What follows belongs to an exercise in optimizing a design on an open flow for small area; a production flow would make more cautious choices.
Only simulation tests tie the RTL to the original design; equivalence was not proved.
Power and IR drop assume default switching activity.

==> flow/design.v <==
module sd_card_controller(
  input i_clk,
  input i_rst,
  input [31:0] i_addr,
  input [7:0] i_controlreg,
  input [7:0] i_data,
  output [7:0] o_statusreg,
  output o_write_statusreg,
  output [7:0] o_data,
  output [31:0] o_addr,
  output o_wr_nrd,
  output o_req,
  input i_SD_DAT0_DO,
  output o_SD_DAT3_nCS,
  output o_SD_DAT3_nCS_oe,
  output o_SD_CMD_DI,
  output o_SD_CMD_DI_oe,
  output o_SD_CLK,
  input i_SD_WP_N
);
  reg r_sclk;
  reg r_div0, r_div6;
  reg [4:0] r_p;
  reg [6:0] r_c;
  reg r_mode;                  
  wire [6:0] w_div = {r_div6, r_p, r_div0};
  wire w_div_end = r_div6 && (&r_p[4:1]) && r_div0;     
  wire w_tick = !r_sclk && (r_mode ? !r_div0 : w_div_end);
  wire [11:0] r_cnt = {r_p, r_c};
  assign o_SD_CLK = r_sclk;
  assign o_req = 1'b1;
  localparam S_DELAY = 4'd0, S_XACT = 4'd1, S_RSP = 4'd2, S_SETCLK = 4'd3, S_INITDONE = 4'd4,
             S_IDLE = 4'd5, S_ACCEPT = 4'd6, S_RDATA = 4'd7, S_RTAIL = 4'd8, S_WSTART = 4'd9,
             S_WDATA = 4'd10, S_WTAIL = 4'd11, S_BUSY = 4'd12, S_FIN1 = 4'd13, S_FIN2 = 4'd14,
             S_STALL = 4'd15;
  reg [3:0] r_st;
  reg [7:0] r_sr;           
  reg [31:0] r_a;           
  reg [7:0] r_data;
  reg r_rd_flag, r_wr_flag;
  reg r_cs;
  reg r_op;                 
  reg [1:0] r_ic;           
  wire w_r3 = !r_mode && (r_ic == 2'd2);
  wire w_det = w_r3 ? !r_a[31] : !r_sr[7];
  wire w_err = w_r3 ? |r_a[30:24] : 1'b1;
  wire w_idle = w_err && r_sr[0];                        
  wire w_fatal = w_err && !r_sr[0] && |r_sr[6:1];        
  reg [5:0] w_idx;
  always @(*) begin
    if (r_mode) w_idx = r_op ? 6'd24 : 6'd17;
    else case (r_ic)
      2'd0: w_idx = 6'd0;
      2'd1: w_idx = 6'd55;
      2'd3: w_idx = 6'd41;
      default: w_idx = 6'd58;
    endcase
  end
  wire [7:0] w_hdr = {2'b01, w_idx};
  wire [7:0] w_trl = 8'h95;
  reg w_frame;
  always @(*) begin
    case (r_cnt[5:3])
      3'd1: w_frame = w_hdr[~r_cnt[2:0]];
      3'd2, 3'd3, 3'd4, 3'd5: w_frame = r_a[31] & r_mode;
      3'd6: w_frame = w_trl[~r_cnt[2:0]];
      default: w_frame = 1'b1;
    endcase
  end
  wire w_wline = (r_st == S_WDATA) || (r_st == S_WTAIL);
  assign o_SD_CMD_DI = (r_st == S_XACT) ? w_frame : w_wline ? r_sr[7] : 1'b1;
  wire w_drive = !((r_st == S_IDLE) || (r_st == S_DELAY && r_cnt[6:0] == 7'd40) ||
                   (r_st == S_XACT && r_mode && r_cnt[5:0] == 6'd3));
  assign o_SD_CMD_DI_oe = w_drive;
  assign o_SD_DAT3_nCS = r_cs;
  assign o_SD_DAT3_nCS_oe = w_drive;
  wire w_inop = r_mode && (r_st != S_IDLE) && (r_st != S_INITDONE);
  wire w_flag = r_op ? r_wr_flag : r_rd_flag;
  wire w_all1 = &r_cnt[11:3];
  wire w_dp = (r_st == S_RDATA) || (r_st == S_WDATA);
  wire w_flag_or = w_flag || !w_all1;
  wire [8:0] w_oaddr = w_dp ? (r_cnt[11:3] & {9{w_flag_or}}) : {9{(r_st == S_RTAIL) || (w_inop && w_flag)}};
  assign o_statusreg = {7'd0, w_inop && !r_op && r_rd_flag};
  assign o_write_statusreg = (r_st == S_FIN2);
  assign o_data = r_data;
  assign o_addr = {23'd0, w_oaddr};
  assign o_wr_nrd = (r_cnt[2:0] == 3'd0) && ((r_st == S_RDATA) ? !w_all1 : ((r_st == S_RTAIL) && w_all1));
  wire w_go_rd = (i_controlreg == 8'd1);
  wire w_go_wr = (i_controlreg == 8'd2);
  reg [11:0] w_cnt_nx;
  always @(posedge i_clk) begin
    if (i_rst) begin
      r_st <= S_DELAY;
      r_sclk <= 1'b0;
      r_div0 <= 1'b0;
      r_div6 <= 1'b0;
      r_p <= 5'd0;
      r_c <= 7'd40;
      r_data <= 8'd0;
      r_rd_flag <= 1'b0;
      r_wr_flag <= 1'b0;
      r_ic <= 2'd0;
      r_mode <= 1'b0;
    end
    else begin
    if (r_mode) begin
      r_div0 <= ~r_div0;
      if (!r_div0) r_sclk <= ~r_sclk;
    end
    else if (w_div_end) begin
      {r_div6, r_p, r_div0} <= 7'd1;
      r_sclk <= ~r_sclk;
    end
    else {r_div6, r_p, r_div0} <= w_div + 7'd1;
    if (w_tick) begin
      w_cnt_nx = r_cnt + 12'd1;
      r_sr <= {r_sr[6:0], w_wline | i_SD_DAT0_DO};
      if (!r_mode && r_st != S_DELAY && r_cnt[5:0] == 6'd4) r_cs <= 1'b1;
      case (r_st)
        S_DELAY: begin
          if (r_cnt[5] && !r_cnt[6]) r_cs <= 1'b1;
          else if (r_cnt[6] && r_cnt[5] && r_cnt[4] && r_cnt[2]) r_cs <= 1'b0;    
          if (r_cnt[6:2] == 5'd1) r_st <= S_XACT;     
        end
        S_XACT: begin
          if (r_cnt[5:0] == 6'd5) begin
            r_a <= i_addr;
            r_cs <= 1'b0;
          end
          if (r_cnt[5] || r_cnt[4]) r_a <= {r_a[30:0], r_sr[7]};
          if (r_cnt[5] && r_cnt[4] && r_cnt[2] && r_cnt[1] && r_cnt[0]) r_st <= S_RSP;    
        end
        S_RSP: begin
          w_cnt_nx = 12'd2;
          r_a <= {r_a[30:0], r_sr[7]};
          if (w_det) begin
            if (!r_mode) begin
              if (!w_fatal) r_ic <= {r_ic[0] & (!r_ic[1] | !w_idle), !r_ic[1] | w_idle};
              if (w_fatal || (r_ic == 2'd2 && w_idle)) r_st <= S_STALL;
              else if (r_ic == 2'd2) r_st <= S_SETCLK;
              else r_st <= S_XACT;
            end
            else if (w_idle || w_fatal) r_st <= S_STALL;
            else r_st <= r_op ? S_WSTART : S_ACCEPT;
          end
        end
        S_SETCLK: begin
          if (r_cnt[2] && r_cnt[0]) begin
            r_mode <= 1'b1;
            r_st <= S_INITDONE;
          end
        end
        S_INITDONE: begin
          r_cs <= 1'b0;
          r_st <= S_IDLE;
        end
        S_IDLE: begin
          w_cnt_nx = 12'd3;
          r_op <= i_controlreg[1];    
          if (w_go_rd || w_go_wr) r_st <= S_XACT;
        end
        S_ACCEPT: begin
          if (r_cnt[2:0] == 3'd1) begin
            if (r_sr == 8'hFE) begin
              w_cnt_nx = 12'd4088;
              r_st <= S_RDATA;
            end
            else if (r_sr[7:5] == 3'b000) r_st <= S_STALL;
          end
        end
        S_RDATA: begin
          if (r_cnt[2:0] == 3'd7) begin
            r_data <= r_sr;
            if (r_cnt[11:3] == 9'd510) r_st <= S_RTAIL;
          end
        end
        S_RTAIL: begin
          if (!r_cnt[11] && r_cnt[3] && r_cnt[0]) begin    
            r_rd_flag <= 1'b1;
            r_st <= S_FIN1;
          end
        end
        S_WSTART: begin
          if (r_cnt[2:0] == 3'd0) begin
            r_sr <= 8'hFE;
            w_cnt_nx = 12'd4089;
            r_st <= S_WDATA;
          end
        end
        S_WDATA: begin
          if (r_cnt[2:0] == 3'd7 && r_cnt[11:3] == 9'd510) r_wr_flag <= 1'b1;    
          if (r_cnt[2:0] == 3'd0) begin
            r_sr <= i_data;
            if (w_all1) r_st <= S_WTAIL;
          end
        end
        S_WTAIL: begin
          if (!r_cnt[11] && r_cnt[4] && r_cnt[3] && r_cnt[1]) r_st <= S_BUSY;    
        end
        S_BUSY: begin
          if (i_SD_DAT0_DO) r_st <= S_FIN1;
        end
        S_FIN1: r_st <= S_FIN2;
        S_FIN2: r_st <= S_IDLE;
        default: ;   
      endcase
      r_c <= w_cnt_nx[6:0];
      if (r_mode) r_p <= w_cnt_nx[11:7];
    end
    end
  end
endmodule
Settings: LEC_CHECK=0, CAP_MARGIN=20, CORE_MARGIN=2, CORE_UTILIZATION=40, SLEW_MARGIN=20; clock period 10.0 ns.
standard.sh (not shown) runs the stock make flow with config.mk's settings and CLKGATE_MAP_FILE= SYNTH_SCRIPT=/design/flow/synth_recipe.tcl, a recipe that flattens the netlist after the stock synthesis.
==> flow/flow/run.sh <==
#!/bin/bash
# Layout: the standard ORFS flow (standard.sh), with four changes that leave the design's
# registers exactly as the standard synthesis makes them:
#  - synthesis is synth_recipe.tcl, but ABC maps the combinational logic with an area-oriented
#    script (flow/abc_area.script: deep AIG optimisation, then area mapping) instead of ORFS's
#    delay-oriented one;
#  - port buffers use the smallest buffer cell (buf_1);
#  - the clock tree is built from clkbuf_8, without dummy loads;
#  - constant outputs share the tie cells synthesis makes (SKIP_REPAIR_TIE_FANOUT) instead of
#    getting one tie cell each.
# Each ORFS step writes its full log under orfs/logs/; make's own output goes to orfs_make.log.
set -euo pipefail
here=$(pwd)
{
  echo 'proc abc {args} {'
  echo '  set i [lsearch -exact $args -script]'
  echo '  if {$i >= 0} { set args [lreplace $args $i [expr {$i + 1}] -script $::env(AREA_ABC_SCRIPT)] }'
  echo '  yosys abc {*}$args'
  echo '}'
  cat synth_recipe.tcl
} > area_synth.tcl
export AREA_ABC_SCRIPT="$here/flow/abc_area.script"
bash standard.sh \
  "SYNTH_SCRIPT=$here/area_synth.tcl" \
  "BUFFER_PORTS_ARGS=-buffer_cell sky130_fd_sc_hd__buf_1" \
  "CTS_ARGS=-sink_clustering_enable -repair_clock_nets -buf_list sky130_fd_sc_hd__clkbuf_8 -dont_use_dummy_load" \
  SKIP_REPAIR_TIE_FANOUT=1 \
  finish > orfs_make.log 2>&1
==> flow/flow/abc_area.script <==
strash
&get -n
&deepsyn -J 200 -T 120
&put
dch -f
amap -m
topo
stime -c
dnsize -c
Change:
--- a/flow/design.v
+++ b/flow/design.v
@@ -41,7 +41,7 @@
   reg r_cs;
   reg r_op;                 
   reg [1:0] r_ic;           
-  wire w_r3 = !r_mode && (r_ic == 2'd2);
+  wire w_r3 = !r_mode && (r_ic == 2'd3);
   wire w_det = w_r3 ? !r_a[31] : !r_sr[7];
   wire w_err = w_r3 ? |r_a[30:24] : 1'b1;
   wire w_idle = w_err && r_sr[0];                        
@@ -52,7 +52,7 @@
     else case (r_ic)
       2'd0: w_idx = 6'd0;
       2'd1: w_idx = 6'd55;
-      2'd3: w_idx = 6'd41;
+      2'd2: w_idx = 6'd41;
       default: w_idx = 6'd58;
     endcase
   end
@@ -135,10 +135,13 @@
           r_a <= {r_a[30:0], r_sr[7]};
           if (w_det) begin
             if (!r_mode) begin
-              if (!w_fatal) r_ic <= {r_ic[0] & (!r_ic[1] | !w_idle), !r_ic[1] | w_idle};
-              if (w_fatal || (r_ic == 2'd2 && w_idle)) r_st <= S_STALL;
-              else if (r_ic == 2'd2) r_st <= S_SETCLK;
-              else r_st <= S_XACT;
+              if (w_fatal) r_st <= S_STALL;
+              else case (r_ic)
+                2'd0: begin r_ic <= 2'd1; r_st <= S_XACT; end
+                2'd1: begin r_ic <= 2'd2; r_st <= S_XACT; end
+                2'd2: begin r_ic <= w_idle ? 2'd1 : 2'd3; r_st <= S_XACT; end
+                default: r_st <= w_idle ? S_STALL : S_SETCLK;
+              endcase
             end
             else if (w_idle || w_fatal) r_st <= S_STALL;
             else r_st <= r_op ? S_WSTART : S_ACCEPT;
@@ -156,7 +159,7 @@
         end
         S_IDLE: begin
           w_cnt_nx = 12'd3;
-          r_op <= i_controlreg[1];    
+          r_op <= !w_go_rd;
           if (w_go_rd || w_go_wr) r_st <= S_XACT;
         end
         S_ACCEPT: begin
Effect: Hold slack degrades by 0.032 ns. Setup slack stays flat. Cell area came out higher by 0.51%. Area after synthesis came out higher by 0.37%. Final cell count goes down by about 0.6%. Power rises by about 3%. Maximum frequency is about the same. Core utilization goes up by 0.23 points. First-iteration DRC count drops by 4.7%. Clock-buffer cell count is unchanged. Sequential share of layout area is lower by 0.22 points.

-- static timing again, ports no longer ideal --
Ports are ideal in the flow. The routed layouts listed here were re-timed in OpenROAD.
Step 1 assumes that a clkbuf_16 drives the clock port and a buf_2 every other input.
Step 2 moves the port delays by t, midway between the first and last clock arrival at a register: inputs arrive t later, outputs are due t later. That takes back most of the time a late clock gives input paths.
Three values: ideal ports, drivers, drivers and shift; two values: the first two.
run | t, ns | slack for setup (ns) | worst setup path after step 2 | cell pins on the clock port's net
the first run | 0.372 | 4.881 / 4.848 / 4.750 | input to register | 1
the second run | 0.371 | 4.882 / 4.850 / 5.221 | register to output | 1
After both steps setup and hold are still met in every run listed. For the first run, which loses most, drivers alone change the setup slack by -0.033 ns; drivers and shift together by -0.131 ns.
